Context: an optimization exercise on an open-source flow, tuned for small area, a short achievable clock period and few clock cycles per item. The choices shown serve that exercise and are no tape-out recipe.
Function was checked by simulation only, so behaviour that the tests miss may differ from the original.
Power and IR drop assume default switching activity.

**flow/run.sh**
```bash
#!/bin/bash
# synth_recipe.tcl (not shown) runs the flow's synth.tcl, then flattens the netlist and writes it again
# the make line also repeats each setting of config.mk as NAME=value (left out here)
make -C /OpenROAD-flow-scripts/flow DESIGN_CONFIG=/design/flow/config.mk WORK_HOME=/design/flow/orfs CLKGATE_MAP_FILE= SYNTH_SCRIPT=/design/flow/synth_recipe.tcl finish
```
**flow/config.mk**
```make
export PLATFORM = sky130hd
export DESIGN_NAME = speck_rc4_keygen
export DESIGN_NICKNAME = speck_rc4_keygen
export VERILOG_FILES = /design/flow/design.v
export SDC_FILE = /design/flow/constraint.sdc
export NUM_CORES = 4
export LEC_CHECK = 0
export ABC_CLOCK_PERIOD_IN_PS = 4000
export CAP_MARGIN = 20
export CORE_MARGIN = 2
export CORE_UTILIZATION = 40
export SETUP_SLACK_MARGIN = 1.5
export SLEW_MARGIN = 20
```
**flow/constraint.sdc**
```tcl
create_clock -name core_clock -period 7.0 [get_ports {clk}]
set_input_delay 1.4000 -clock core_clock [delete_from_list [all_inputs] [get_ports {clk}]]
set_output_delay 1.4000 -clock core_clock [all_outputs]
set_load 0.01 [all_outputs]
```
**flow/design.v**
```verilog
`timescale 1ns / 1ps
module adder_speck(ain1,
             ain2,
             add_out
    );
    input [63:0] ain1;
    input [63:0] ain2;
    output [63:0] add_out;
    assign add_out = ain1+ain2;
endmodule
`timescale 1ns / 1ps
module shift_right_speck(in,
                   out
    );
    input[63:0] in;
    output[63:0] out;
    assign out = (in>>7);
endmodule
`timescale 1ns / 1ps
module shift_left_speck(in,
                  out
    );
    input[63:0] in;
    output[63:0] out;
    assign out = (in<<2);
endmodule
`timescale 1ns / 1ps
module adder_rc4(input [3:0] in1,in2,
             output [4:0] out
    );
        assign out = in1+in2;
endmodule
`timescale 1ns / 1ps
module mod16_rc4(input  [4:0] in,
              output [3:0] out
    );
    assign out = (in % 16);
endmodule
`timescale 1ns / 1ps
module speck_rc4_keygen (
    input             clk,
    input             rst,
    input             start,
    input      [63:0] X,
    input      [63:0] Y1,
    input      [63:0] K1,
    input      [63:0] H1,
    input      [3:0]  add_to_read,
    output            ready,
    output     [3:0]  out,
    output     [31:0] final_out
);
    reg        idle, speck, hash, ksa, prga, flush;
    reg        first;           
    reg [3:0]  cnt;             
    reg [3:0]  jAq, r2, r3;     
    reg [3:0]  tAr, tBr, aval;  
    reg        asel;
    reg [63:0] A, B, K, C;
    wire [63:0] sum   = (A >> 7) + B;
    wire [63:0] r_new = sum ^ (hash ? (A << 2) : K);    
    wire [63:0] y_new = r_new ^ (B << 2);
    wire [63:0] h0    = (y_new << 2) ^ C;               
    function [3:0] rd(input [63:0] s, input [3:0] idx);
        rd = s[4*idx +: 4];
    endfunction
    wire [3:0] o0 = {3'd0, prga};           
    wire [3:0] o1 = {2'd0, prga, ~prga};    
    wire [3:0] ka = A[63:60];               
    wire [3:0] kb = A[59:56];               
    wire [3:0] sa = prga ? B[7:4]  : B[3:0];
    wire [3:0] sb = prga ? B[11:8] : B[7:4];
    wire [3:0] jAr = first ? ka : jAq;
    wire [3:0] sjA = rd(B, jAr);
    wire       c1  = (jAr == o1);
    wire [3:0] sbA = c1 ? sa : sb;
    wire [3:0] kab = ka + kb;
    wire [3:0] jBr = first ? (c1 ? kab : kab + 4'd1) : (c1 ? r3 : r2);
    wire [3:0] sjB = (jBr == jAr) ? sa : (jBr == o0) ? sjA : rd(B, jBr);
    reg [63:0] Bn;
    integer p;
    always @* begin
        for (p = 0; p < 16; p = p + 1)
            Bn[4*p +: 4] = (p[3:0] == jBr) ? sbA :
                           (p[3:0] == o1)  ? sjB :
                           (p[3:0] == jAr) ? sa  :
                           (p[3:0] == o0)  ? sjA : B[4*p +: 4];
    end
    wire [3:0] nb2 = 4'd14 - cnt;                   
    wire [3:0] tA  = sa + sjA;
    wire [3:0] tB  = sbA + sjB;
    wire [3:0] tAs = tA - cnt;                      
    wire [3:0] tAn = tA + nb2;                      
    wire [3:0] tBn = tB + nb2;
    wire       ksa_last = ksa && (cnt == 4'd14);
    wire       prga_nx  = prga || ksa_last;
    wire [3:0] sa_nx = prga_nx ? Bn[15:12] : Bn[11:8];
    wire [3:0] sb_nx = prga_nx ? Bn[19:16] : Bn[15:12];
    wire [3:0] j_nx  = ksa_last ? 4'd0 : jBr - 4'd2;
    wire [3:0] kab_nx = A[55:52] + A[51:48];
    wire [3:0] jA_nx = j_nx + sa_nx + A[55:52];
    wire [3:0] r2_nx = j_nx + sa_nx + sb_nx + kab_nx;
    wire [3:0] r3_nx = j_nx + {sa_nx[2:0], 1'b0} + kab_nx;
    wire [3:0] ksA = asel ? aval : rd(B, tAr);
    wire [3:0] ksB = rd(B, tBr);
    reg [63:0] S_init;
    always @* begin
        for (p = 0; p < 16; p = p + 1)
            S_init[4*p +: 4] = p[3:0];
    end
    always @(posedge clk) begin
        if (rst) begin
            idle  <= 1'b1;
            speck <= 1'b0;
            hash  <= 1'b0;
            ksa   <= 1'b0;
            prga  <= 1'b0;
            flush <= 1'b0;
        end else begin
            if (idle && start) begin
                idle  <= 1'b0;
                speck <= 1'b1;
            end
            if (speck && cnt == 4'd6) begin
                speck <= 1'b0;
                hash  <= 1'b1;
            end
            if (hash && cnt == 4'd7) begin
                hash <= 1'b0;
                ksa  <= 1'b1;
            end
            if (ksa_last) begin
                ksa  <= 1'b0;
                prga <= 1'b1;
            end
            if (prga && cnt == 4'd14) begin
                prga  <= 1'b0;
                flush <= 1'b1;
            end
            if (flush) begin
                flush <= 1'b0;
                idle  <= 1'b1;
            end
        end
    end
    always @(posedge clk) begin
        if (idle || flush) begin
            cnt <= 4'd0;
        end else if (speck) begin
            cnt <= (cnt == 4'd6) ? 4'd0 : cnt + 4'd1;
        end else if (hash) begin
            cnt   <= (cnt == 4'd7) ? 4'd0 : cnt + 4'd1;
            first <= (cnt == 4'd7);
        end else begin
            cnt   <= cnt + 4'd2;
            first <= 1'b0;
            jAq   <= jA_nx;
            r2    <= r2_nx;
            r3    <= r3_nx;
            tAr   <= tAn;
            tBr   <= tBn;
            asel  <= (tAs == o1) || (tAs == jBr);
            aval  <= (tAs == o1) ? sbA : sjB;
        end
    end
    always @(posedge clk) begin
        if (idle) begin
            if (start)
                A <= X;
            B <= Y1;
            K <= K1;
            C <= H1;
        end else if (speck) begin
            A <= (cnt == 4'd6) ? h0 : r_new;
            B <= (cnt == 4'd6) ? K : y_new;
        end else if (hash) begin
            A <= r_new;
            if (cnt == 4'd7)
                B <= S_init;
        end else begin    
            A <= {A[55:0], (ksa ? 8'd0 : {ksA, ksB})};
            B <= {Bn[7:0], Bn[63:8]};
        end
    end
    assign ready = idle;
    wire [3:0] KS [0:15];
    genvar gi;
    generate
        for (gi = 0; gi < 16; gi = gi + 1) begin : g_ks
            assign KS[gi] = A[63 - 4*gi -: 4];
        end
    endgenerate
    assign out       = KS[add_to_read];
    assign final_out = {KS[0] ^ KS[2],  KS[1] ^ KS[3],
                        KS[4] ^ KS[6],  KS[5] ^ KS[7],
                        KS[8] ^ KS[10], KS[9] ^ KS[11],
                        KS[12] ^ KS[14], KS[13] ^ KS[15]};
endmodule
```
==> metrics.md, run 1 <==
| Metric | Value |
|---|---|
| CTS Buf Count | 36 |
| VDD IR-drop max | 0.3001 mV |
| Post-cts hold buffer count | 0 |
| Final min period | 5.436 ns |
| CORE AREA | 0.06435 sq mm |
| Internal | 6.921 mW |
| Comb power frac | 62.6% |
| Share of layout cells above drive strength 1 | 11.79% |
| Power per standard cell area | 416.5 mW/mm^2 |
| Clk root buf | clkbuf_16 |
| Syn nets | 3153 |
| Synth unique cells | 106 |
| Critical path startpoint category | flop |
| Routed Wire Length | 134400 microns |
| Setup Viol. Count Final | 0 |
| Synth cell count leaders | nand2_1 (303), edfxtp_1 (282), a21oi_1 (219) |
| GPL Wtd Cong | 1.040 |
| Avg WL per Cell | 34.08 microns |
| Multi-input logic area | 0.01655 sq mm |
| H-tree levels | 2 |
| Vias in the first global route | 25146 |
| Worst Setup SP | A[61] |
| DRT antenna net count | 0 |
| Slew headroom | 19.27% |
| Setup TNS | 0 ns |
| Post-synth EDFFs | 282 |
| HP Class | flop to flop |
| Final worst-path cycle share | 77.66% |
| Cell Area, Placed | 0.02995 sq mm |
| Ys flop type | edfxtp_1 |
| Clk sinks | 292 |
| Flops & latches, synth | 292 |
| 1st-iter DRT viols | 3640 |
| Worst endpoint data arrival time | 5.74 ns |
| Most common cell in the netlist | nand2_1 |
| Sw Pwr | 6.323 mW |
| Port Buf Inserts | 299 |
| TritonCTS clock tree | built |
| Worst Path Max Fanout | 8 |
| CP Capture Type | flop |
| Max cap viols | 0 |
| Synthesis Warnings | 1 |
| FFs w/ async S/R, synth | 0% |
| RSZ-0062 raised after global routing | yes |
| Post-synthesis sequential area ratio | 33.37% |
| Fillers | 5992 |
| Rows | 93 |
| Worst Max-Slew Pin Slew | 1.207 ns |
| First-pass GRT wire length | 186500 microns |
| Worst min-delay path startpoint | flush |
| Worst skew pair latency | 0.58 ns |
| Grt ovf | 0 |
| Drt drc | 0 |
| Fmax | 0.1840 GHz |
| Worst reg2reg startpoint | A[61] |
| Total track usage | 38.93% |
| Die Y | 258.8 microns |
| DP Wirelength | 100600 microns |
| Sequential cell fraction of total power | 22.8% |
| Initial antenna violation count | 10 |
| Fin. Hold Viols | 0 |
| Seq. cell area | 0.008677 sq mm |
| Worst Path Required | 7.30 ns |
| Largest net degree at the start of global routing | 77 |
| Slew Viols, Final | 0 |
| Starting Density | 40.36% |
| Via count | 25819 |
| Top-area cell type share of the netlist area | 32.60% |
| Synthesized instance count | 2784 |
| Synth area leaders | edfxtp_1 (33%), xnor2_1 (6.3%), mux2i_1 (5.4%), nand2_1 (4.4%), ha_1 (4.2%) |
| Lkg Pwr | 11.76 nW |
| Final Power | 13.24 mW |
| Via density | 6.545 |
| Post-route cell area | 0.03180 sq mm |
| Layout area overhead | 22.44% |
| Synth Cell Area | 0.02597 sq mm |
| Switch share | 47.74% |
| Mean Syn Cell Area | 9.330 sq um |
| TritonRoute pass-1 iters | 7 |
| Worst Skew | 0.02769 ns |
| Area leader, netlist | edfxtp_1 |
| Clock slew seen by the registers of the worst setup and hold paths | 0.06 ns |
| Ports | 300 |
| Clock power frac | 14.6% |
| Status | timing/DRC/antenna clean |
| Critical path class | flop to flop |
| Die Width | 258.8 microns |
| DIE AREA | 0.06699 sq mm |
| Clock Tree Buf Depth | 3 |
| Fin nets | 3431 |
-- flip-flops by register name, indices dropped and copies added (netlist names) --
name,cells
A,64
B,64
C,64
K,64
aval,4
cnt,4
jAq,4
r2,4
r3,4
tAr,4
tBr,4
asel,1
first,1
flush,1
hash,1
idle,1
ksa,1
prga,1
speck,1
-- worst max-delay path, cell delays in order, from the launching register on --
cell and delay [ns]:
edfxtp_1 0.52, buf_4 0.20, fa_2 0.55, ha_1 0.17, o21ai_2 0.07, xor2_2 0.24
a21oi_4 0.14, inv_2 0.10, o21ai_4 0.09, nor2_4 0.23, mux2i_4 0.28, nor2_1 0.08
a21oi_2 0.34, ha_4 0.28, xor2_2 0.20, fa_1 0.49, ha_1 0.13, inv_1 0.05
fa_1 0.43, xor2_1 0.16, xnor2_1 0.13, xnor2_1 0.15, xnor2_1 0.13
-- worst paths after layout --
| check | to | slack (ns) | depth (start not counted) |
|---|---|---|---|
| max | r2[3] | 1.56 | 22 |
| max reg2reg | r2[3] | 1.56 | 22 |
| min | idle | 0.61 | 2 |
| min reg2reg | idle | 0.61 | 2 |
-- layout by cell type (no fill, tap or decap), types with 11 or more instances in the layout --
| cell | instances |
|---|---|
| nand2_1 | 297 |
| clkdlybuf4s50_1 | 296 |
| edfxtp_1 | 282 |
| a21oi_1 | 211 |
| nor2_1 | 200 |
| xnor2_1 | 188 |
| o21ai_0 | 169 |
| mux2i_1 | 136 |
| buf_4 | 121 |
| xor2_1 | 119 |
| ha_1 | 83 |
| inv_1 | 76 |
| nand3_1 | 68 |
| a221oi_1 | 50 |
| mux4_2 | 46 |
| o211ai_1 | 44 |
| a21o_1 | 39 |
| clkbuf_16 | 38 |
| o22ai_1 | 31 |
| nor3_1 | 31 |
| a211oi_1 | 29 |
| mux2_2 | 28 |
| o21a_1 | 28 |
| a31oi_1 | 22 |
| nor2b_1 | 21 |
| o31ai_1 | 21 |
| and3_1 | 18 |
| a22oi_1 | 17 |
| nand4_1 | 17 |
| a2bb2oi_1 | 17 |
| fa_1 | 17 |
| nand2b_1 | 15 |
| o221ai_1 | 14 |
| xnor3_1 | 13 |
| clkbuf_1 | 12 |
| o21bai_1 | 11 |
-- what timing repair did --
item,4_1_cts,5_1_grt
setup endpoints to repair,8,10
pin swaps,2,13
resized for setup,22,52
buffers inserted,14,29
cloned,0,1
hold endpoints to repair,0,0
-- stage by stage --
stage / hold slack [ns] / instances / setup WS (ns) / util, %
floorplan: 0.4639 / 2784 / 1.687 / -
detailed placement: 0.5943 / 3835 / 0.8967 / 46.55
global route: 0.6484 / 3942 / 1.428 / 49.41
global placement: 0.5830 / 3835 / 0.8653 / 46.55
CTS: 0.6061 / 3912 / 1.456 / 48.60
finish: 0.6110 / 3945 / 1.564 / 49.42
-- routing by layer --
metal	GRT usage (%)	share of wire (%)
met2	59.41	43
met3	7.991	11
met4	18.08	5.5
met1	52.93	40
met5	0	0.064
-- power groups by stage --
| stage | sequential (mW) | combinational (mW) | clock, mW |
|---|---|---|---|
| 3_5_place_dp | 3.02 | 7.69 | 0 |
| 2_1_floorplan | 2.66 | 5.28 | 0 |
| 5_1_grt | 3.02 | 8.77 | 1.99 |
| 3_3_place_gp | 3.03 | 7.67 | 0 |
| 6_report | 3.02 | 8.29 | 1.93 |
| 4_1_cts | 2.99 | 7.82 | 1.95 |
-- cell type report --
| class | count | area share, % |
|---|---|---|
| multi-input combinational | 2220 | 52.05 |
| sequential | 292 | 27.28 |
| timing repair buffer | 429 | 12.68 |
| tap | 855 | 3.364 |
| clock buffer | 50 | 3.132 |
| inverter | 83 | 0.9954 |
| clock inverter | 13 | 0.4800 |
| antenna | 3 | 0.02361 |
-- cell families (layout without fill, tap and decap cells) --
| logic type | Yosys count | in the layout | synth area share [%] |
|---|---|---|---|
| other | 0 | 3 | 0 |
| and+or+nand+nor | 742 | 742 | 12.85 |
| AOI/OAI and AO/OA | 830 | 831 | 21.27 |
| DFF | 292 | 292 | 33.37 |
| buffers and inverters | 273 | 575 | 4.355 |
| adders and majority gates | 106 | 106 | 5.627 |
| muxes | 216 | 216 | 10.73 |
| xor gates and xnor gates | 325 | 325 | 11.79 |
Testbench counts, summed over its fixed seeds: cycles 10,560, items 320.
==> run 2: changes to the inputs <==
==> flow/flow/run.sh (new file) <==
#!/bin/bash
# Standard ORFS flow (the standard.sh, standard synthesis unchanged);
# the only change is the cell used to buffer the ports: buf_1 instead of
# the default clkdlybuf4s50_1 (every port still gets its own buffer).
set -o pipefail
bash standard.sh BUFFER_PORTS_ARGS="-buffer_cell sky130_fd_sc_hd__buf_1" finish > flow_make.log 2>&1
==> flow/standard.sh (new file) <==
#!/bin/bash
# synth_recipe.tcl (not shown) runs the flow's synth.tcl, then flattens the netlist and writes it again
# the make line also repeats each setting of config.mk as NAME=value (left out here)
make -C /OpenROAD-flow-scripts/flow DESIGN_CONFIG=/design/flow/config.mk WORK_HOME=/design/flow/orfs CLKGATE_MAP_FILE= SYNTH_SCRIPT=/design/flow/synth_recipe.tcl "${@:-finish}"
removed: flow/run.sh
==> run 2 against run 1 <==
Against the previous run:
- flip-flop and latch count unchanged
- register-to-register slack better by 0.07 ns
- clock power about the same
- critical path depth down 6
- synthesized area unchanged
- combinational power down 3.0%
==> metrics.md, run 2 <==
| Metric | Value |
|---|---|
| Status | timing/DRC/antenna clean |
| Synth Area in Simple Gates | 12.85% (unchanged) |
| Setup TNS | 0 ns (unchanged) |
| CTS Buf Count | 37 (+2.8%) |
| Synth Cell Area | 0.02597 sq mm (unchanged) |
| Fin. Hold Viols | 0 (unchanged) |
| Clock Tree Buf Depth | 3 (unchanged) |
| Synthesis Warnings | 1 (unchanged) |
| Share of layout cells above drive strength 1 | 11.47% (-0.32 points) |
| Seq. cell area | 0.008677 sq mm (unchanged) |
| Syn nets | 3153 (unchanged) |
| DP Wirelength | 96360 microns (-4.2%) |
| Final min period | 5.365 ns (-0.07080 ns) |
| Initial antenna violation count | 6 (-4) |
| Top-area cell type share of the netlist area | 32.60% (unchanged) |
| Grt ovf | 0 (unchanged) |
| HP Class | flop to flop |
| Setup Viol. Count Final | 0 (unchanged) |
| Routed Wire Length | 128200 microns (-4.7%) |
| Power per standard cell area | 434.6 mW/mm^2 (+4.4%) |
| Worst endpoint data arrival time | 5.69 ns (-0.05 ns) |
| Worst Skew | 0.03599 ns (+0.008304 ns) |
| TritonCTS clock tree | built |
| Clk sinks | 292 (unchanged) |
| Port Buf Inserts | 299 (unchanged) |
| Worst Max-Slew Pin Slew | 1.219 ns (+0.01243 ns) |
| Post-cts hold buffer count | 0 (unchanged) |
| Max cap viols | 0 (unchanged) |
| H-tree levels | 2 (unchanged) |
| 1st-iter DRT viols | 3627 (-0.36%) |
| Ports | 300 (unchanged) |
| Multi-input logic area | 0.01652 sq mm (-0.17%) |
| Internal | 6.683 mW (-3.4%) |
| Worst Path Required | 7.32 ns (+0.02 ns) |
| Largest net degree at the start of global routing | 132 (+71%) |
| Sequential cell fraction of total power | 23.3% (+0.5 points) |
| Reg2reg path depth | 16 (-27%) |
| First-pass GRT wire length | 179700 microns (-3.6%) |
| CP Capture Type | flop |
| Critical path startpoint category | flop |
| Post-synthesis xor/xnor area fraction | 11.79% (unchanged) |
| Fin nets | 3418 (-0.38%) |
| Avg WL per Cell | 32.56 microns (-4.5%) |
| Post-synthesis sequential area ratio | 33.37% (unchanged) |
| Commonest non-fill, non-tap cell in the layout | buf_1 |
| Switch share | 48.44% (+0.70 points) |
| Slew Viols, Final | 0 (unchanged) |
| FFs w/ async S/R, synth | 0% (unchanged) |
| Layout area overhead | 14.82% |
| Synth unique cells | 106 (unchanged) |
| Clock power frac | 14.6% (about the same) |
| Worst reg2reg startpoint | first |
| Clk root buf | clkbuf_16 |
| Vias in the first global route | 24644 (-2.0%) |
| Fillers | 6161 (+2.8%) |
| Flops & latches, synth | 292 (unchanged) |
| Drt drc | 0 (unchanged) |
| Worst Path Max Fanout | 32 (+24) |
| Total track usage | 37.17% (-1.8 points) |
| Post-synthesis mux area share | 10.73% (unchanged) |
| FF-to-FF setup slack | 1.63 ns (+0.07 ns) |
| Slew headroom | 18.43% (-0.83 points) |
| Via density | 6.482 (-0.95%) |
| Synth area leaders | edfxtp_1 (33%), xnor2_1 (6.3%), mux2i_1 (5.4%), nand2_1 (4.4%), ha_1 (4.2%) |
| Final worst-path cycle share | 76.65% (-1.0 points) |
| Comb power frac | 62.0% (-0.6 points) |
| DIE AREA | 0.06699 sq mm (unchanged) |
| Starting Density | 40.36% (unchanged) |
| Sw Pwr | 6.278 mW (-0.71%) |
| TritonRoute pass-1 iters | 5 (-2) |
| Worst Setup SP | first |
| VDD IR-drop max | 0.2166 mV (-28%) |
| Area leader, netlist | edfxtp_1 |
| Critical path destination | aval[1] |
| Post-route cell area | 0.02982 sq mm (-6.2%) |
| Hold depth | 2 (unchanged) |
| Post-synth EDFFs | 282 (unchanged) |
| Most common cell in the netlist | nand2_1 |
| Mean Syn Cell Area | 9.330 sq um (unchanged) |
| RSZ-0062 raised after global routing | yes |
| GPL Wtd Cong | 1.034 (-0.60%) |
| Synthesized instance count | 2784 (unchanged) |
| Via count | 25521 (-1.2%) |
| Critical path class | flop to flop |
| Clock slew seen by the registers of the worst setup and hold paths | 0.06 ns (about the same) |
| DRT antenna net count | 0 (unchanged) |
| Ys flop type | edfxtp_1 |
| Die Y | 258.8 microns (unchanged) |
| Commonest cells after routing, fill and taps aside | buf_1 (298), nand2_1 (297), edfxtp_1 (282), a21oi_1 (210), nor2_1 (198) |
| Die Width | 258.8 microns (unchanged) |
| CORE AREA | 0.06435 sq mm (unchanged) |
| Post-synthesis adder-cell area fraction | 5.626% (unchanged) |
| Fmax | 0.1864 GHz (+1.3%) |
| Lkg Pwr | 10.86 nW (-7.6%) |
| Synth cell count leaders | nand2_1 (303), edfxtp_1 (282), a21oi_1 (219) |
| Largest family of logic cells by synthesized area | compound AO/OA/AOI/OAI gates |
| Worst skew pair latency | 0.60 ns (+0.02 ns) |
| Compound-Gate Fraction of Synth Area | 21.27% (unchanged) |
| Worst reg2reg path endpoint | aval[1] |
| Cell Area, Placed | 0.02802 sq mm (-6.5%) |
| Rows | 93 (unchanged) |
==> run 2: cell counts after synthesis <==
No cell type changed its count.
==> run 2: worst max-delay path: stages, from the launching register on <==
cell and delay (ns):
edfxtp_1 0.42, buf_6 0.23, nor2b_1 0.29, a21o_1 0.73
nand3_1 0.16, a21oi_1 0.36, nor4_2 0.10, buf_4 0.18
ha_1 0.23, fa_1 0.67, ha_1 0.28, a21o_1 0.16
a21oi_1 0.17, xor2_1 0.22, xnor2_1 0.22, nand3_1 0.32
mux2_2 0.38
==> run 2: final cells by class <==
| class | instances | share of cell area, % |
|---|---|---|
| antenna | 4 | 0.03356 |
| clock buffer | 47 | 3.335 |
| inverter | 83 | 1.074 |
| multi-input combinational | 2219 | 55.41 |
| timing repair buffer | 416 | 6.914 |
| sequential | 292 | 29.10 |
| tap | 855 | 3.587 |
| clock inverter | 21 | 0.5496 |
==> run 2: worst min-delay path by stage <==
stage               slack, ns  startpoint     end
finish                   0.60       flush    idle
global route             0.63       K[53]   B[53]
CTS                      0.59       flush    idle
detailed placement       0.59      cnt[0]  cnt[0]
global placement         0.59      cnt[0]  cnt[0]
floorplan                0.46       flush    idle
==> run 2: what timing repair did <==
| item | 4_1_cts | 5_1_grt |
|---|---|---|
| pin swaps | 2 | 14 |
| setup endpoints to repair | 4 | 2 |
| resized for setup | 22 | 47 |
| buffers inserted | 10 | 30 |
==> run 2: kinds of logic (layout without fill, tap and decap cells) <==
family	Yosys count	after routing
compound gates	830	830
simple gates	742	742
xor+xnor	325	325
flops	292	292
buf+inv	273	567
mux	216	216
fa+ha+maj	106	106
other cells	0	4
==> run 2: routing by layer <==
layer  vias to the layer above  wire length [microns]  global-route usage [%]
met4                        10                   5749                   15.17
met1                     12530                  51810                   50.40
met5                         -                     75                       0
met3                       330                  13190                   7.228
li1                      10903                      -                       -
met2                      1748                  57370                   58.14
==> run 2: metrics by stage <==
| stage | total power [mW] | utilization, % | instances | hold WS (ns) | setup slack [ns] |
|---|---|---|---|---|---|
| after floorplan | 7.938 | - | 2784 | 0.4639 | 1.687 |
| after detailed placement | 10.44 | 43.54 | 3825 | 0.5887 | 0.8891 |
| final | 12.96 | 46.35 | 3937 | 0.5964 | 1.635 |
| after global routing | 13.51 | 46.33 | 3934 | 0.6320 | 1.461 |
| after CTS | 12.46 | 45.61 | 3903 | 0.5945 | 1.488 |
| after global placement | 10.44 | 43.54 | 3825 | 0.5858 | 1.059 |
==> run 2: power groups by stage <==
stage	clock [mW]	combinational (mW)	sequential (mW)
finish	1.90	8.04	3.02
floorplan	0	5.28	2.66
global route	1.98	8.50	3.03
global placement	0	7.40	3.04
detailed placement	0	7.40	3.04
CTS	1.92	7.54	3.00
==> run 3: changes to the inputs <==
--- a/flow/design.v
+++ b/flow/design.v
@@ -50,7 +50,7 @@
     output     [3:0]  out,
     output     [31:0] final_out
 );
-    reg        idle, speck, hash, ksa, prga, flush;
+    reg        idle, speck, hash, ksa, prga;
     reg        first;           
     reg [3:0]  cnt;             
     reg [3:0]  jAq, r2, r3;     
@@ -74,8 +74,9 @@
     wire [3:0] sjA = rd(B, jAr);
     wire       c1  = (jAr == o1);
     wire [3:0] sbA = c1 ? sa : sb;
-    wire [3:0] kab = ka + kb;
-    wire [3:0] jBr = first ? (c1 ? kab : kab + 4'd1) : (c1 ? r3 : r2);
+    wire [3:0] kab  = ka + kb;
+    wire [3:0] kab1 = ka + kb + 4'd1;
+    wire [3:0] jBr  = first ? (c1 ? kab : kab1) : (c1 ? r3 : r2);
     wire [3:0] sjB = (jBr == jAr) ? sa : (jBr == o0) ? sjA : rd(B, jBr);
     reg [63:0] Bn;
     integer p;
@@ -86,21 +87,27 @@
                            (p[3:0] == jAr) ? sa  :
                            (p[3:0] == o0)  ? sjA : B[4*p +: 4];
     end
-    wire [3:0] nb2 = 4'd14 - cnt;                   
-    wire [3:0] tA  = sa + sjA;
-    wire [3:0] tB  = sbA + sjB;
-    wire [3:0] tAs = tA - cnt;                      
-    wire [3:0] tAn = tA + nb2;                      
-    wire [3:0] tBn = tB + nb2;
+    wire [3:0] nb2  = 4'd14 - cnt;                  
+    wire [3:0] sa_n = sa + nb2;
+    wire [3:0] sb_n = sb + nb2;
+    wire [3:0] tAs  = (sa - cnt) + sjA;             
+    wire [3:0] tAn  = sa_n + sjA;                   
+    wire [3:0] tBn  = (c1 ? sa_n : sb_n) + sjB;     
     wire       ksa_last = ksa && (cnt == 4'd14);
     wire       prga_nx  = prga || ksa_last;
     wire [3:0] sa_nx = prga_nx ? Bn[15:12] : Bn[11:8];
     wire [3:0] sb_nx = prga_nx ? Bn[19:16] : Bn[15:12];
-    wire [3:0] j_nx  = ksa_last ? 4'd0 : jBr - 4'd2;
-    wire [3:0] kab_nx = A[55:52] + A[51:48];
-    wire [3:0] jA_nx = j_nx + sa_nx + A[55:52];
-    wire [3:0] r2_nx = j_nx + sa_nx + sb_nx + kab_nx;
-    wire [3:0] r3_nx = j_nx + {sa_nx[2:0], 1'b0} + kab_nx;
+    wire [3:0] kn2  = A[55:52] - 4'd2;
+    wire [3:0] kkn2 = A[55:52] + A[51:48] - 4'd2;
+    wire [3:0] qa   = first ? (c1 ? kab + kn2  : kab1 + kn2)
+                            : (c1 ? r3 + kn2   : r2 + kn2);
+    wire [3:0] qk   = first ? (c1 ? kab + kkn2 : kab1 + kkn2)
+                            : (c1 ? r3 + kkn2  : r2 + kkn2);
+    wire [3:0] qam  = ksa_last ? 4'd0 : qa;       
+    wire [3:0] qkm  = ksa_last ? 4'd0 : qk;       
+    wire [3:0] jA_nx = qam + sa_nx;
+    wire [3:0] r2_nx = qkm + sa_nx + sb_nx;
+    wire [3:0] r3_nx = qkm + {sa_nx[2:0], 1'b0};
     wire [3:0] ksA = asel ? aval : rd(B, tAr);
     wire [3:0] ksB = rd(B, tBr);
     reg [63:0] S_init;
@@ -115,7 +122,6 @@
             hash  <= 1'b0;
             ksa   <= 1'b0;
             prga  <= 1'b0;
-            flush <= 1'b0;
         end else begin
             if (idle && start) begin
                 idle  <= 1'b0;
@@ -134,17 +140,13 @@
                 prga <= 1'b1;
             end
             if (prga && cnt == 4'd14) begin
-                prga  <= 1'b0;
-                flush <= 1'b1;
-            end
-            if (flush) begin
-                flush <= 1'b0;
-                idle  <= 1'b1;
+                prga <= 1'b0;
+                idle <= 1'b1;
             end
         end
     end
     always @(posedge clk) begin
-        if (idle || flush) begin
+        if (idle) begin
             cnt <= 4'd0;
         end else if (speck) begin
             cnt <= (cnt == 4'd6) ? 4'd0 : cnt + 4'd1;
@@ -165,9 +167,10 @@
     end
     always @(posedge clk) begin
         if (idle) begin
-            if (start)
+            if (start) begin
                 A <= X;
-            B <= Y1;
+                B <= Y1;
+            end
             K <= K1;
             C <= H1;
         end else if (speck) begin
@@ -187,9 +190,13 @@
     genvar gi;
     generate
         for (gi = 0; gi < 16; gi = gi + 1) begin : g_ks
-            assign KS[gi] = A[63 - 4*gi -: 4];
+            if (gi < 14) begin : g_a
+                assign KS[gi] = A[55 - 4*gi -: 4];
+            end
         end
     endgenerate
+    assign KS[14] = ksA;
+    assign KS[15] = ksB;
     assign out       = KS[add_to_read];
     assign final_out = {KS[0] ^ KS[2],  KS[1] ^ KS[3],
                         KS[4] ^ KS[6],  KS[5] ^ KS[7],
--- a/flow/config.mk
+++ b/flow/config.mk
@@ -9,5 +9,5 @@
 export CAP_MARGIN = 20
 export CORE_MARGIN = 2
 export CORE_UTILIZATION = 40
-export SETUP_SLACK_MARGIN = 1.5
+export SETUP_SLACK_MARGIN = 2.2
 export SLEW_MARGIN = 20
==> run 3 against run 2 <==
Against the previous run:
- setup slack worse by 0.22 ns
- largest cell class unchanged
- highest routed layer unchanged
- core utilization up 0.96 points
- sequential power down 3%
- combinational power down 1%
- wire length down 1.0%
- critical path type unchanged
- via count up 0.68%
- clock power about the same
- synthesized area down 1.1%
- cell count about the same
- first-iteration DRC count up 3.0%
==> metrics.md, run 3 <==
| Metric | Value |
|---|---|
| Status | timing/DRC/antenna clean |
| Critical path class | flop to flop |
| Layout area overhead | 16.53% |
| Most used cell, CP | xnor2_1 |
| VDD IR-drop max | 0.2329 mV (+7.5%) |
| CP Capture Type | flop |
| Clock slew seen by the registers of the worst setup and hold paths | 0.06 ns (about the same) |
| Fmax | 0.1790 GHz (-3.9%) |
| Worst Path Max Fanout | 9 (-72%) |
| DP Wirelength | 95350 microns (-1.0%) |
| Ys flop type | edfxtp_1 |
| RSZ-0062 raised after global routing | yes |
| Commonest cells after routing, fill and taps aside | buf_1 (295), nand2_1 (290), edfxtp_1 (282), o21ai_0 (207), a21oi_1 (203) |
| Setup TNS | 0 ns (unchanged) |
| Initial antenna violation count | 4 (-2) |
| Hold depth | 2 (unchanged) |
| Drt drc | 0 (unchanged) |
| Fin nets | 3442 (+0.70%) |
| TritonRoute pass-1 iters | 6 (+1) |
| Die Y | 257.5 microns (-0.52%) |
| Fin. Hold Viols | 0 (unchanged) |
| Port Buf Inserts | 299 (unchanged) |
| Final min period | 5.586 ns (+0.2205 ns) |
| Worst skew pair latency | 0.57 ns (-0.03 ns) |
| Ports | 300 (unchanged) |
| Critical path startpoint category | flop |
| Syn nets | 3152 (-0.032%) |
| 1st-iter DRT viols | 3737 (+3.0%) |
| Clk root buf | clkbuf_16 |
| CP max-delay cell | mux4_2 |
| Synthesis Warnings | 1 (unchanged) |
| Setup Viol. Count Final | 0 (unchanged) |
| Worst Skew | 0.02037 ns (-0.01563 ns) |
| Final worst slack | 1.414 ns (-0.2205 ns) |
| Synth Cell Area | 0.02570 sq mm (-1.1%) |
| Power per standard cell area | 428.3 mW/mm^2 (-1.4%) |
| Largest net degree at the start of global routing | 174 (+32%) |
| Total track usage | 37.19% (about the same) |
| TritonCTS clock tree | built |
| Clock Tree Buf Depth | 3 (unchanged) |
| Commonest non-fill, non-tap cell in the layout | buf_1 |
| Die Width | 257.5 microns (-0.52%) |
| Area leader, netlist | edfxtp_1 |
| Vias in the first global route | 24783 (+0.56%) |
| Most common cell in the netlist | nand2_1 |
| Via density | 6.522 (+0.61%) |
| Pre-CTS setup slack | 0.7342 ns (-0.1548 ns) |
| Final worst-path cycle share | 79.80% (+3.1 points) |
| Worst Max-Slew Pin Slew | 1.289 ns (+0.06954 ns) |
| Post-synthesis sequential area ratio | 33.65% (+0.28 points) |
| CORE AREA | 0.06331 sq mm (-1.6%) |
| Max cap viols | 0 (unchanged) |
| CTS Buf Count | 36 (-2.7%) |
| Worst Hold Slack | 0.5945 ns (-0.001880 ns) |
| Slew headroom | 13.89% (-4.5 points) |
| Worst endpoint data arrival time | 5.89 ns (+0.20 ns) |
| CP cell instances | buf_4, nor2b_4, mux4_2, nand2_1, mux2i_4, o22ai_1, buf_4, nand2_2, o22ai_1, nor4_4, o22ai_2, a31oi_2, nor2_1, or2_1, fa_1, inv_1, ha_1, inv_1, fa_2, xnor2_2, xnor2_1, xnor2_1, xnor2_1 |
| Synth unique cells | 90 (-15%) |
| Synth area leaders | edfxtp_1 (33%), xnor2_1 (6.9%), ha_1 (4.7%), mux2i_1 (4.5%), nand2_1 (4.3%) |
| FF-to-FF setup slack | 1.41 ns (-0.22 ns) |
| Rows | 92 (-1.1%) |
| DRT antenna net count | 0 (unchanged) |
| HP Class | flop to flop |
| Grt ovf | 0 (unchanged) |
| H-tree levels | 2 (unchanged) |
| First-pass GRT wire length | 178900 microns (-0.44%) |
| Worst Path Required | 7.31 ns (about the same) |
| Avg WL per Cell | 32.21 microns (-1.1%) |
| Mean Syn Cell Area | 9.254 sq um (-0.81%) |
| Buffer and inverter count on the worst path | 4 (+2) |
| Reg2reg path depth | 23 (+7) |
| Lkg Pwr | 11.00 nW (+1.3%) |
| Synthesized instance count | 2777 (-0.25%) |
| Worst reg2reg path endpoint | r2[3] |
| CP top delay family | simple AND/OR/NAND/NOR gates |
| Share of layout cells above drive strength 1 | 11.64% (+0.17 points) |
| Hold Path Sink | ksa |
| Clk sinks | 291 (-0.34%) |
| Crit path largest cell delay | 0.59 ns (-0.14 ns) |
| Starting Density | 40.59% (+0.23 points) |
| Top-area cell type share of the netlist area | 32.95% (+0.35 points) |
| Synth cell count leaders | nand2_1 (294), edfxtp_1 (282), o21ai_0 (216) |
| Worst min-delay path startpoint | ksa |
| Via count | 25695 (+0.68%) |
| FFs w/ async S/R, synth | 0% (unchanged) |
| Routed Wire Length | 126900 microns (-1.0%) |
| Worst reg2reg startpoint | A[60] |
| Post-synth EDFFs | 282 (unchanged) |
| Post-cts hold buffer count | 0 (unchanged) |
| GPL Wtd Cong | 1.036 (+0.25%) |
| Flops & latches, synth | 291 (-0.34%) |
| Slew Viols, Final | 0 (unchanged) |
| DIE AREA | 0.06629 sq mm (-1.0%) |
==> run 3: changes by cell type after synthesis, moves of 12 or more <==
cell,before,now
o21ai_0,172,216
nor2_1,206,172
a21o_1,40,71
clkbuf_1,124,154
mux2i_1,139,116
buf_2,28,14
o21a_1,28,42
a21oi_1,219,206
xnor2_1,188,201
o31ai_1,21,9
==> run 3: logic make-up (layout without fill, tap and decap cells) <==
group                    after synthesis  count (layout)  synth area share (%)
adder cells (fa/ha/maj)              113             113                 5.964
buffers and inverters                274             590                 4.114
AO/OA/AOI/OAI                        902             902                 23.01
XOR/XNOR                             330             330                 11.95
flip-flops                           291             291                 33.65
AND/OR/NAND/NOR                      685             685                 11.91
multiplexers                         182             182                 9.397
other                                  0               1                     0
==> run 3: per-layer routing <==
layer  GRT usage, %  vias up  routed length (microns)
li1               -    11003                        -
met1          49.22    12543                    49280
met2          58.33     1783                    56950
met3          7.673      358                    13890
met4          17.18        8                     6730
met5              0        -                       49
==> run 3: layout make-up <==
type                    instances  area (sq um)
clock buffers                  43         948.4
repair buffers                439          2243
diodes                          1         2.502
inverters                      87         341.6
clock inverters                21         211.5
fillers                      6215         33360
multi-input cells            2212         16480
flip-flops and latches        291          8657
well taps                     846          1059
==> run 3: worst max-delay path by stage <==
stage | end | slack [ns] | cells after the start | startpoint
after global routing | r2[3] | 1.23 | 24 | A[61]
after global placement | r2[3] | 0.82 | 23 | A[60]
final | r2[3] | 1.41 | 23 | A[60]
after detailed placement | r2[3] | 0.73 | 22 | first
after CTS | r2[3] | 1.51 | 22 | A[60]
after floorplan | r2[3] | 1.83 | 24 | A[60]
==> run 3: power breakdown <==
group | internal, mW | total [mW] | switching (mW)
registers | 2.37 | 2.94 | 0.575
clock network | 1.11 | 1.92 | 0.810
logic | 3.19 | 7.96 | 4.78
==> run 3: timing repair <==
item | 4_1_cts | 5_1_grt
resized for setup | 60 | 46
buffers inserted | 47 | 18
pin swaps | 16 | 5
endpoints found under the setup margin | 50 | 50
==> run 3: worst min-delay path: stages (launching register included) <==
cell and delay, ns:
dfxtp_1 0.36, a21oi_1 0.15, nor2_1 0.04
==> run 3: per-stage QoR <==
step | total power, mW | util (%) | instances | instance area [sq um]
2_1_floorplan | 7.579 | - | 2777 | 25780
3_3_place_gp | 10.13 | 43.98 | 3810 | 27850
3_5_place_dp | 10.14 | 44.00 | 3810 | 27850
4_1_cts | 12.43 | 46.83 | 3921 | 29650
5_1_grt | 13.30 | 47.30 | 3939 | 29940
6_report | 12.83 | 47.30 | 3940 | 29950
Testbench counts of run 3, summed over its fixed seeds: cycles 10,240, items 320.
==> run 4: changes to the inputs <==
--- a/flow/design.v
+++ b/flow/design.v
@@ -1,12 +1,34 @@
 `timescale 1ns / 1ps
 module adder_speck(ain1,
              ain2,
-             add_out
+             add_out,
+             c56
     );
     input [63:0] ain1;
     input [63:0] ain2;
     output [63:0] add_out;
-    assign add_out = ain1+ain2;
+    output c56;                  
+    wire [63:0] G [0:6];
+    wire [63:0] P [0:6];
+    assign G[0] = ain1 & ain2;
+    assign P[0] = ain1 ^ ain2;
+    genvar l, i;
+    generate
+        for (l = 0; l < 6; l = l + 1) begin : lv
+            for (i = 0; i < 64; i = i + 1) begin : bt
+                if (i & (1 << l)) begin : c
+                    localparam integer J = ((i >> l) << l) - 1;
+                    assign G[l+1][i] = G[l][i] | (P[l][i] & G[l][J]);
+                    assign P[l+1][i] = P[l][i] & P[l][J];
+                end else begin : p
+                    assign G[l+1][i] = G[l][i];
+                    assign P[l+1][i] = P[l][i];
+                end
+            end
+        end
+    endgenerate
+    assign add_out = P[0] ^ {G[6][62:0], 1'b0};
+    assign c56 = G[6][55];
 endmodule
 `timescale 1ns / 1ps
 module shift_right_speck(in,
@@ -51,16 +73,26 @@
     output     [31:0] final_out
 );
     reg        idle, speck, hash, ksa, prga;
-    reg        first;           
     reg [3:0]  cnt;             
     reg [3:0]  jAq, r2, r3;     
     reg [3:0]  tAr, tBr, aval;  
     reg        asel;
     reg [63:0] A, B, K, C;
-    wire [63:0] sum   = (A >> 7) + B;
-    wire [63:0] r_new = sum ^ (hash ? (A << 2) : K);    
-    wire [63:0] y_new = r_new ^ (B << 2);
-    wire [63:0] h0    = (y_new << 2) ^ C;               
+    wire [63:0] sum;
+    wire        c56;
+    adder_speck add (.ain1(A >> 7), .ain2(B), .add_out(sum), .c56(c56));
+    wire [63:0] r_new = sum ^ (hash ? (A << 2) : K);           
+    wire [63:0] ky    = K ^ (B << 2);
+    wire [63:0] y_new = sum ^ ky;
+    wire [63:0] h0    = (sum << 2) ^ ((ky << 2) ^ C);          
+    wire [7:0] htop0 = ({7'd0, A[63]} + B[63:56])        ^ A[61:54];
+    wire [7:0] htop1 = ({7'd0, A[63]} + B[63:56] + 8'd1) ^ A[61:54];
+    wire [7:0] htop  = c56 ? htop1 : htop0;
+    wire [3:0] k0_0  = htop0[7:4];
+    wire [3:0] k0_1  = htop1[7:4];
+    wire [3:0] kk_0  = htop0[7:4] + htop0[3:0];
+    wire [3:0] kk_1  = htop1[7:4] + htop1[3:0];
+    wire [3:0] kk    = c56 ? kk_1 : kk_0;
     function [3:0] rd(input [63:0] s, input [3:0] idx);
         rd = s[4*idx +: 4];
     endfunction
@@ -70,13 +102,11 @@
     wire [3:0] kb = A[59:56];               
     wire [3:0] sa = prga ? B[7:4]  : B[3:0];
     wire [3:0] sb = prga ? B[11:8] : B[7:4];
-    wire [3:0] jAr = first ? ka : jAq;
+    wire [3:0] jAr = jAq;
     wire [3:0] sjA = rd(B, jAr);
     wire       c1  = (jAr == o1);
     wire [3:0] sbA = c1 ? sa : sb;
-    wire [3:0] kab  = ka + kb;
-    wire [3:0] kab1 = ka + kb + 4'd1;
-    wire [3:0] jBr  = first ? (c1 ? kab : kab1) : (c1 ? r3 : r2);
+    wire [3:0] jBr = c1 ? r3 : r2;
     wire [3:0] sjB = (jBr == jAr) ? sa : (jBr == o0) ? sjA : rd(B, jBr);
     reg [63:0] Bn;
     integer p;
@@ -99,10 +129,8 @@
     wire [3:0] sb_nx = prga_nx ? Bn[19:16] : Bn[15:12];
     wire [3:0] kn2  = A[55:52] - 4'd2;
     wire [3:0] kkn2 = A[55:52] + A[51:48] - 4'd2;
-    wire [3:0] qa   = first ? (c1 ? kab + kn2  : kab1 + kn2)
-                            : (c1 ? r3 + kn2   : r2 + kn2);
-    wire [3:0] qk   = first ? (c1 ? kab + kkn2 : kab1 + kkn2)
-                            : (c1 ? r3 + kkn2  : r2 + kkn2);
+    wire [3:0] qa   = c1 ? r3 + kn2  : r2 + kn2;
+    wire [3:0] qk   = c1 ? r3 + kkn2 : r2 + kkn2;
     wire [3:0] qam  = ksa_last ? 4'd0 : qa;       
     wire [3:0] qkm  = ksa_last ? 4'd0 : qk;       
     wire [3:0] jA_nx = qam + sa_nx;
@@ -152,10 +180,11 @@
             cnt <= (cnt == 4'd6) ? 4'd0 : cnt + 4'd1;
         end else if (hash) begin
             cnt   <= (cnt == 4'd7) ? 4'd0 : cnt + 4'd1;
-            first <= (cnt == 4'd7);
+            jAq <= c56 ? k0_1 : k0_0;      
+            r2  <= kk + 4'd1;              
+            r3  <= kk;                     
         end else begin
             cnt   <= cnt + 4'd2;
-            first <= 1'b0;
             jAq   <= jA_nx;
             r2    <= r2_nx;
             r3    <= r3_nx;
==> run 4 against run 3 <==
Against the previous run:
- register-to-register slack improved by 0.56 ns
- via count fell by 5.6%
- design area rose by 0.53%
- critical path type unchanged
- first-iteration DRC count fell by 12%
- sequential share of layout area fell by 0.25 points
- hold slack got worse by 0.030 ns
- total power rose by 14%
- die area rose by 1.2%
==> metrics.md, run 4 <==
| Metric | Value |
|---|---|
| Via count | 24255 (-5.6%) |
| Internal | 7.636 mW (+15%) |
| Clock slew seen by the registers of the worst setup and hold paths | 0.06 ns (about the same) |
| Port Buf Inserts | 299 (unchanged) |
| Fin. Hold Viols | 0 (unchanged) |
| HP Class | flop to flop |
| Layout area overhead | 15.79% |
| Routed wl met3 | 12160 microns (-12%) |
| Compound-Gate Fraction of Synth Area | 17.78% (-5.2 points) |
| Fillers | 6101 (-1.8%) |
| Routed Wire Length | 118400 microns (-6.7%) |
| Final worst slack | 1.977 ns (+0.5625 ns) |
| Largest family of logic cells by synthesized area | compound AO/OA/AOI/OAI gates |
| Post-synth EDFFs | 281 (-0.35%) |
| H-tree levels | 2 (unchanged) |
| Worst skew pair latency | 0.58 ns (about the same) |
| Die Y | 259.0 microns (+0.58%) |
| Layout Cells excl Fill | 3838 (-2.6%) |
| Final min period | 5.023 ns (-0.5625 ns) |
| Setup Viol. Count Final | 0 (unchanged) |
| Avg WL per Cell | 30.84 microns (-4.3%) |
| Grt ovf | 0 (unchanged) |
| TritonRoute pass-1 iters | 6 (unchanged) |
| Commonest non-fill, non-tap cell in the layout | buf_1 |
| Max cap viols | 0 (unchanged) |
| CP Capture Type | flop |
| FFs w/ async S/R, synth | 0% (unchanged) |
| Total track usage | 34.35% (-2.8 points) |
| Post-synthesis mux area share | 11.04% (+1.6 points) |
| Clock power frac | 14.7% (-0.3 points) |
| Power per standard cell area | 485.2 mW/mm^2 (+13%) |
| DP Wirelength | 88560 microns (-7.1%) |
| 1st-iter DRT viols | 3292 (-12%) |
| Worst Path Max Fanout | 24 (+15) |
| Critical path startpoint category | flop |
| Pre-CTS setup slack | 1.296 ns (+0.5619 ns) |
| GPL Wtd Cong | 1.007 (-2.8%) |
| Synth area leaders | edfxtp_1 (32%), xnor2_1 (8.8%), xor2_1 (5.4%), mux4_2 (5.2%), ha_1 (4.9%) |
| RSZ-0062 raised after global routing | yes |
| Post-synthesis adder-cell area fraction | 6.756% (+0.79 points) |
| Worst endpoint data arrival time | 5.33 ns (-0.56 ns) |
| Share of layout cells above drive strength 1 | 10.87% (-0.77 points) |
| Comb power frac | 64.9% (+2.8 points) |
| DRT antenna net count | 0 (unchanged) |
| Slew Viols, Final | 0 (unchanged) |
| CTS Buf Count | 39 (+8.3%) |
| Clock Tree Buf Depth | 3 (unchanged) |
| Critical path class | flop to flop |
| Top Metal Used | met4 |
| Met1 WL | 46440 microns (-5.8%) |
| TritonCTS clock tree | built |
| Reg2reg path depth | 19 (-17%) |
| CORE AREA | 0.06435 sq mm (+1.6%) |
| First-pass GRT wire length | 167400 microns (-6.4%) |
| Post-route cell area | 0.03011 sq mm (+0.53%) |
| Top-area cell type share of the netlist area | 32.45% (-0.50 points) |
| Sequential cell fraction of total power | 20.4% (-2.5 points) |
| Synthesis Warnings | 2 (+1) |
| VDD IR-drop max | 0.2176 mV (-6.6%) |
| Synth unique cells | 86 (-4.4%) |
| Clk sinks | 290 (-0.34%) |
| Setup TNS | 0 ns (unchanged) |
| Slew headroom | 19.45% (+5.6 points) |
| Worst Setup SP | jAq[1] |
| DIE AREA | 0.06706 sq mm (+1.2%) |
| Critical path destination | r2[3] |
| Placed Cells | 3735 (-2.0%) |
| Post-synthesis xor/xnor area fraction | 16.18% (+4.2 points) |
| Rows | 93 (+1.1%) |
| Met2 WL post-DR | 53590 microns (-5.9%) |
| Worst Skew | 0.02440 ns (+0.004034 ns) |
| Switch share | 47.72% (-0.30 points) |
| Vias in the first global route | 23661 (-4.5%) |
| Drt drc | 0 (unchanged) |
| Status | timing/DRC/antenna clean |
| Clk root buf | clkbuf_16 |
| Sw Pwr | 6.970 mW (+13%) |
| Die Width | 259.0 microns (+0.58%) |
| Worst reg2reg path endpoint | r2[3] |
| Area leader, netlist | edfxtp_1 |
| Post-cts hold buffer count | 0 (unchanged) |
| Starting Density | 40.41% (-0.19 points) |
| Fin nets | 3342 (-2.9%) |
| Largest net degree at the start of global routing | 72 (-59%) |
| Initial antenna violation count | 2 (-2) |
| Synth cell count leaders | edfxtp_1 (281), xnor2_1 (260), nand2_1 (253) |
| Synth Cell Area | 0.02600 sq mm (+1.2%) |
| Mean Syn Cell Area | 9.763 sq um (+5.5%) |
| FF-to-FF setup slack | 1.98 ns (+0.56 ns) |
| Most common cell in the netlist | edfxtp_1 |
| Syn nets | 3052 (-3.2%) |
| Worst reg2reg startpoint | jAq[1] |
| Worst Max-Slew Pin Slew | 1.207 ns (-0.08151 ns) |
| Worst Hold Slack | 0.5648 ns (-0.02970 ns) |
| Post-synthesis sequential area ratio | 33.15% (-0.51 points) |
| Synth Area in Simple Gates | 11.50% (-0.41 points) |
| Ys flop type | edfxtp_1 |
| Commonest cells after routing, fill and taps aside | buf_1 (297), edfxtp_1 (281), xnor2_1 (260), nand2_1 (253), nor2_1 (200) |
| Cell Area, Placed | 0.02822 sq mm (+1.3%) |
| Lkg Pwr | 11.03 nW (+0.28%) |
| Ports | 300 (unchanged) |
| Final worst-path cycle share | 71.76% (-8.0 points) |
| Synthesized instance count | 2663 (-4.1%) |
| Flops & latches, synth | 290 (-0.34%) |
| Via density | 6.320 (-3.1%) |
| Fmax | 0.1991 GHz (+11%) |
| Worst Path Required | 7.31 ns (about the same) |
run 4: cell count changes in the layout (fill, tap and decap cells not counted), moves of 37 or more:
cell and change:
a21o_1 -38, a21oi_1 -59, nand2_1 -37, nor2_1 +37, o21ai_0 -53, xnor2_1 +62
xor2_1 +45
run 4: power groups by stage:
stage          logic [mW]  registers (mW)  clock network, mW
2_1_floorplan        6.16            2.67                  0
3_5_place_dp         8.73            3.06                  0
4_1_cts              9.21            2.96               2.16
6_report             9.47            2.98               2.15
3_3_place_gp         8.72            3.07                  0
5_1_grt              10.1            2.99               2.22
run 4: worst min-delay path by stage:
stage                     depth (start not counted)  slack, ns   start      to
final                                             1       0.56  cnt[1]  cnt[1]
after CTS                                         1       0.57  cnt[1]  cnt[1]
after floorplan                                   1       0.51  cnt[1]  cnt[1]
after global placement                            1       0.53  cnt[1]  cnt[1]
after detailed placement                          1       0.56  cnt[1]  cnt[1]
after global routing                              1       0.62  cnt[1]  cnt[1]
run 4: cells by family (layout without fill, tap and decap cells):
| kind of cell | count (synthesis) | after routing |
|---|---|---|
| AO/OA/AOI/OAI | 685 | 685 |
| XOR/XNOR | 444 | 444 |
| adder cells (fa/ha/maj) | 126 | 126 |
| buffers and inverters | 243 | 562 |
| flip-flops | 290 | 290 |
| multiplexers | 209 | 209 |
| other | 0 | 1 |
| AND/OR/NAND/NOR | 666 | 666 |
run 4: final cells by class:
type	count	area, sq um	area share [%]
multi-input cells	2130	16720	55.54
flip-flops and latches	290	8628	28.66
repair buffers	407	2028	6.737
well taps	855	1070	3.553
clock buffers	44	1037	3.445
inverters	85	322.8	1.072
clock inverters	26	296.5	0.9850
diodes	1	2.502	0.008312
run 4: metrics by stage:
step,total power [mW],utilization [%]
2_1_floorplan,8.833,-
3_3_place_gp,11.79,43.84
3_5_place_dp,11.78,43.86
4_1_cts,14.32,46.59
5_1_grt,15.28,46.78
6_report,14.61,46.78
run 4: what timing repair did:
| item | 4_1_cts | 5_1_grt |
|---|---|---|
| gates resized for setup | 47 | 18 |
| pin swaps | 14 | 10 |
| endpoints found under the setup margin | 30 | 30 |
| setup buffers | 25 | 7 |
run 4: worst max-delay path, cell delays in order (launching register included):
cell and delay [ns]:
edfxtp_1 0.54, buf_4 0.19, buf_4 0.32, mux4_2 0.35, mux4_2 0.65, o21ai_1 0.27, o22ai_4 0.12, o211a_1 0.23
or3_4 0.35, o21ai_4 0.08, fa_1 0.43, inv_1 0.08, ha_2 0.17, fa_2 0.19, xor2_1 0.16, xnor2_1 0.15
xnor2_1 0.10, xnor2_1 0.18, nor2_1 0.11, a21oi_1 0.05
run 4: routing by layer:
layer / GRT usage, % / vias up
met2: 54.34 / 1648
met4: 15.77 / 0
met5: 0 / -
li1: - / 10487
met1: 45.41 / 11818
met3: 6.756 / 302
Testbench counts of run 4, summed over its fixed seeds: cycles 10,240, items 320.
==> run 5: changes to the inputs <==
--- a/flow/config.mk
+++ b/flow/config.mk
@@ -8,6 +8,7 @@
 export ABC_CLOCK_PERIOD_IN_PS = 4000
 export CAP_MARGIN = 20
 export CORE_MARGIN = 2
-export CORE_UTILIZATION = 40
+export CORE_UTILIZATION = 52
+export CTS_BUF_LIST = sky130_fd_sc_hd__clkbuf_4 sky130_fd_sc_hd__clkbuf_8
 export SETUP_SLACK_MARGIN = 2.2
 export SLEW_MARGIN = 20
==> run 5 against run 4 <==
Against the previous run:
- hold slack got worse by 0.0070 ns
- register-to-register slack worse by 0.02 ns
- critical path type unchanged
- highest routed layer is now met5
- wire length down 5.9%
- global-route usage rose by 8.2 points
- clock skew rose by 0.021 ns
- total power shrank 2.6%
- critical path depth increased by 4
- clock power shrank 13%
==> metrics.md, run 5 <==
| Metric | Value |
|---|---|
| 1st-iter DRT viols | 3794 (+15%) |
| CP Capture Type | flop |
| Synth cell count leaders | edfxtp_1 (281), xnor2_1 (260), nand2_1 (253) |
| FFs w/ async S/R, synth | 0% (unchanged) |
| Clk root buf | clkbuf_8 |
| Worst Path Required | 7.39 ns (+0.08 ns) |
| Switch share | 47.73% (about the same) |
| Critical path startpoint category | flop |
| Lkg Pwr | 11.05 nW (+0.18%) |
| Clock power frac | 13.2% (-1.5 points) |
| Worst skew pair latency | 0.71 ns (+0.13 ns) |
| Clock Tree Buf Depth | 3 (unchanged) |
| Internal | 7.436 mW (-2.6%) |
| Synthesized instance count | 2663 (unchanged) |
| Die Y | 227.6 microns (-12%) |
| Total track usage | 42.52% (+8.2 points) |
| Clk sinks | 290 (unchanged) |
| Fin. Hold Viols | 0 (unchanged) |
| DRT antenna net count | 0 (unchanged) |
| Worst Skew | 0.04587 ns (+0.02147 ns) |
| Routed Wire Length | 111400 microns (-5.9%) |
| Ports | 300 (unchanged) |
| Via count | 24708 (+1.9%) |
| CP max-delay cell | edfxtp_1 |
| Crit path largest cell delay | 0.44 ns (-0.21 ns) |
| Top-area cell type share of the netlist area | 32.45% (unchanged) |
| Clock slew seen by the registers of the worst setup and hold paths | 0.07 ns (about the same) |
| Drt drc | 0 (unchanged) |
| Avg WL per Cell | 30.30 microns (-1.8%) |
| CP cell instances | buf_4, buf_4, nor3b_2, o21ai_4, buf_4, buf_4, mux2_2, a222oi_1, buf_4, o22ai_4, o211a_1, or3_4, o21ai_4, fa_1, inv_1, ha_2, fa_2, xor2_1, xnor2_1, xnor2_1, xnor2_1, nor2_1, a21oi_1 |
| Largest net degree at the start of global routing | 164 (+130%) |
| Worst endpoint data arrival time | 5.43 ns (+0.10 ns) |
| Layout area overhead | 14.60% |
| GPL Wtd Cong | 1.047 (+4.0%) |
| Max cap viols | 0 (unchanged) |
| Share of layout cells above drive strength 1 | 11.48% (+0.62 points) |
| Mean Syn Cell Area | 9.763 sq um (unchanged) |
| TritonRoute pass-1 iters | 6 (unchanged) |
| CTS Buf Count | 55 (+41%) |
| CORE AREA | 0.04915 sq mm (-24%) |
| Post-synthesis sequential area ratio | 33.15% (unchanged) |
| Initial antenna violation count | 5 (+3) |
| Fmax | 0.1982 GHz (-0.45%) |
| RSZ-0062 raised after global routing | yes |
| Synth unique cells | 86 (unchanged) |
| First-pass GRT wire length | 158400 microns (-5.4%) |
| Worst Max-Slew Pin Slew | 1.234 ns (+0.02660 ns) |
| Via density | 6.718 (+6.3%) |
| Most used cell, CP | buf_4 |
| Area leader, netlist | edfxtp_1 |
| Vias in the first global route | 23833 (+0.73%) |
| Final min period | 5.046 ns (+0.02284 ns) |
| Final worst slack | 1.954 ns (-0.02284 ns) |
| Grt ovf | 0 (unchanged) |
| Port Buf Inserts | 299 (unchanged) |
| Slew headroom | 17.56% (-1.9 points) |
| Pre-CTS setup slack | 0.9713 ns (-0.3249 ns) |
| Sequential cell fraction of total power | 21.2% (+0.8 points) |
| Flops & latches, synth | 290 (unchanged) |
| Power per standard cell area | 477.5 mW/mm^2 (-1.6%) |
| Synth Cell Area | 0.02600 sq mm (unchanged) |
| Most common cell in the netlist | edfxtp_1 |
| DIE AREA | 0.05180 sq mm (-23%) |
| Die Width | 227.6 microns (-12%) |
| Post-synth EDFFs | 281 (unchanged) |
| Fin nets | 3359 (+0.51%) |
| Synthesis Warnings | 2 (unchanged) |
| Critical path class | flop to flop |
| Rows | 81 (-13%) |
| Commonest non-fill, non-tap cell in the layout | buf_1 |
| Worst Path Max Fanout | 17 (-29%) |
| Sw Pwr | 6.791 mW (-2.6%) |
| Status | timing/DRC/antenna clean |
| Syn nets | 3052 (unchanged) |
| Starting Density | 52.90% (+12 points) |
| TritonCTS clock tree | built |
| Setup Viol. Count Final | 0 (unchanged) |
| Comb power frac | 65.6% (+0.7 points) |
| Commonest cells after routing, fill and taps aside | buf_1 (296), edfxtp_1 (281), xnor2_1 (260), nand2_1 (253), nor2_1 (204) |
| VDD IR-drop max | 0.3384 mV (+56%) |
| Setup TNS | 0 ns (unchanged) |
| Final worst-path cycle share | 72.09% (+0.33 points) |
| DP Wirelength | 80930 microns (-8.6%) |
| Ys flop type | edfxtp_1 |
| HP Class | flop to flop |
| Synth area leaders | edfxtp_1 (32%), xnor2_1 (8.8%), xor2_1 (5.4%), mux4_2 (5.2%), ha_1 (4.9%) |
| Slew Viols, Final | 0 (unchanged) |
| H-tree levels | 2 (unchanged) |
==> run 5: final cells by class <==
class | count | area (sq um)
fill | 4271 | 19360
multi-input combinational | 2130 | 16710
sequential | 290 | 8631
timing repair buffer | 408 | 2123
clock buffer | 72 | 909.6
tap | 664 | 830.8
inverter | 85 | 321.6
clock inverter | 28 | 270.3
antenna | 1 | 2.502
==> run 5: power by group through the flow <==
stage	clock [mW]	sequential [mW]	combinational, mW
2_1_floorplan	0	2.67	6.16
4_1_cts	1.87	2.98	9.01
3_3_place_gp	0	3.08	8.35
6_report	1.88	3.02	9.33
5_1_grt	1.95	3.02	9.87
3_5_place_dp	0	3.08	8.41
==> run 5: cell families after synthesis <==
kind of cell,Yosys count,synth area share (%)
AND/OR/NAND/NOR,666,11.50
multiplexers,209,11.04
adder cells (fa/ha/maj),126,6.756
flip-flops,290,33.15
AO/OA/AOI/OAI,685,17.78
buffers and inverters,243,3.595
XOR/XNOR,444,16.18
==> run 5: worst max-delay path, delay by kind of cell, from the launching register on <==
family	cells	cell delay [ns]
fa+ha+maj	3	0.78
xor+xnor	4	0.59
flops	1	0.44
buf+inv	6	1.00
simple gates	3	0.61
mux	1	0.44
compound gates	6	0.87
==> run 5: stage by stage <==
| stage | std cells | hold slack, ns | utilization [%] | instance area (sq um) | power (mW) |
|---|---|---|---|---|---|
| finish | 3678 | 0.5578 | 60.62 | 29800 | 14.23 |
| global route | 3677 | 0.5729 | 60.61 | 29790 | 14.83 |
| CTS | 3675 | 0.5634 | 60.41 | 29690 | 13.86 |
| detailed placement | 3529 | 0.5511 | 56.70 | 27870 | 11.49 |
| global placement | 3529 | 0.5362 | 56.70 | 27870 | 11.43 |
| floorplan | 2663 | 0.5127 | - | 26010 | 8.833 |
==> run 5: what timing repair did <==
item / CTS / global route
gates cloned: 2 / 0
hold buffers: 0 / 0
resized for setup: 48 / 22
pin swaps: 15 / 7
setup endpoints to repair: 35 / 18
buffers inserted: 44 / 2
==> run 5: path summary, 6_finish.rpt <==
path              endpoint  depth (start not counted)  slack (ns)  startpoint
hold / removal      cnt[1]                          1        0.56      cnt[1]
setup / recovery     r2[3]                         23        1.95      jAq[0]
setup reg to reg     r2[3]                         23        1.95      jAq[0]
hold reg to reg     cnt[1]                          1        0.56      cnt[1]
==> run 5: per-layer routing <==
metal | GRT usage, % | up-vias | share of wire [%]
li1 | - | 10523 | -
met1 | 57.23 | 11925 | 38
met2 | 63.36 | 1884 | 43
met3 | 9.461 | 370 | 12
met4 | 24.04 | 6 | 6.2
met5 | 0 | - | 0.038

-- re-timing with driven ports --
The results above use ideal ports. As a check the final layouts listed here were re-extracted and re-timed, cells and wires unchanged. Step 1 (the two cells are an assumption about what drives the block):
set clk [get_ports {clk}]
set_driving_cell -lib_cell sky130_fd_sc_hd__clkbuf_16 $clk
set_driving_cell -lib_cell sky130_fd_sc_hd__buf_2 [delete_from_list [all_inputs] $clk]
Step 2 times the ports against the registers' clock, not the clock port: input delays grow and output delays shrink by t, the midpoint of the rising clock arrivals with the driver on. Three values: no drivers, after step 1, after step 2; two values: the first two.
run	shift t [ns]	setup slack, ns	worst register clock-pin slew, ns	worst slew at a driven data input, ns	cell pins on the clock port's net
run 1	0.636	1.564 / 1.484 / 1.484	0.07 / 0.07	0.10	1
run 2	0.644	1.635 / 1.635 / 1.635	0.07 / 0.07	0.10	1
run 3	0.631	1.414 / 1.414 / 1.414	0.07 / 0.07	0.08	1
run 4	0.629	1.977 / 1.977 / 1.977	0.07 / 0.07	0.06	1
run 5	0.750	1.954 / 1.954 / 1.954	0.07 / 0.07	0.06	1
After both steps every run listed still meets setup and hold. The setup slack of run 1, which loses most, moves by -0.080 ns with the drivers and by -0.080 ns with both steps.
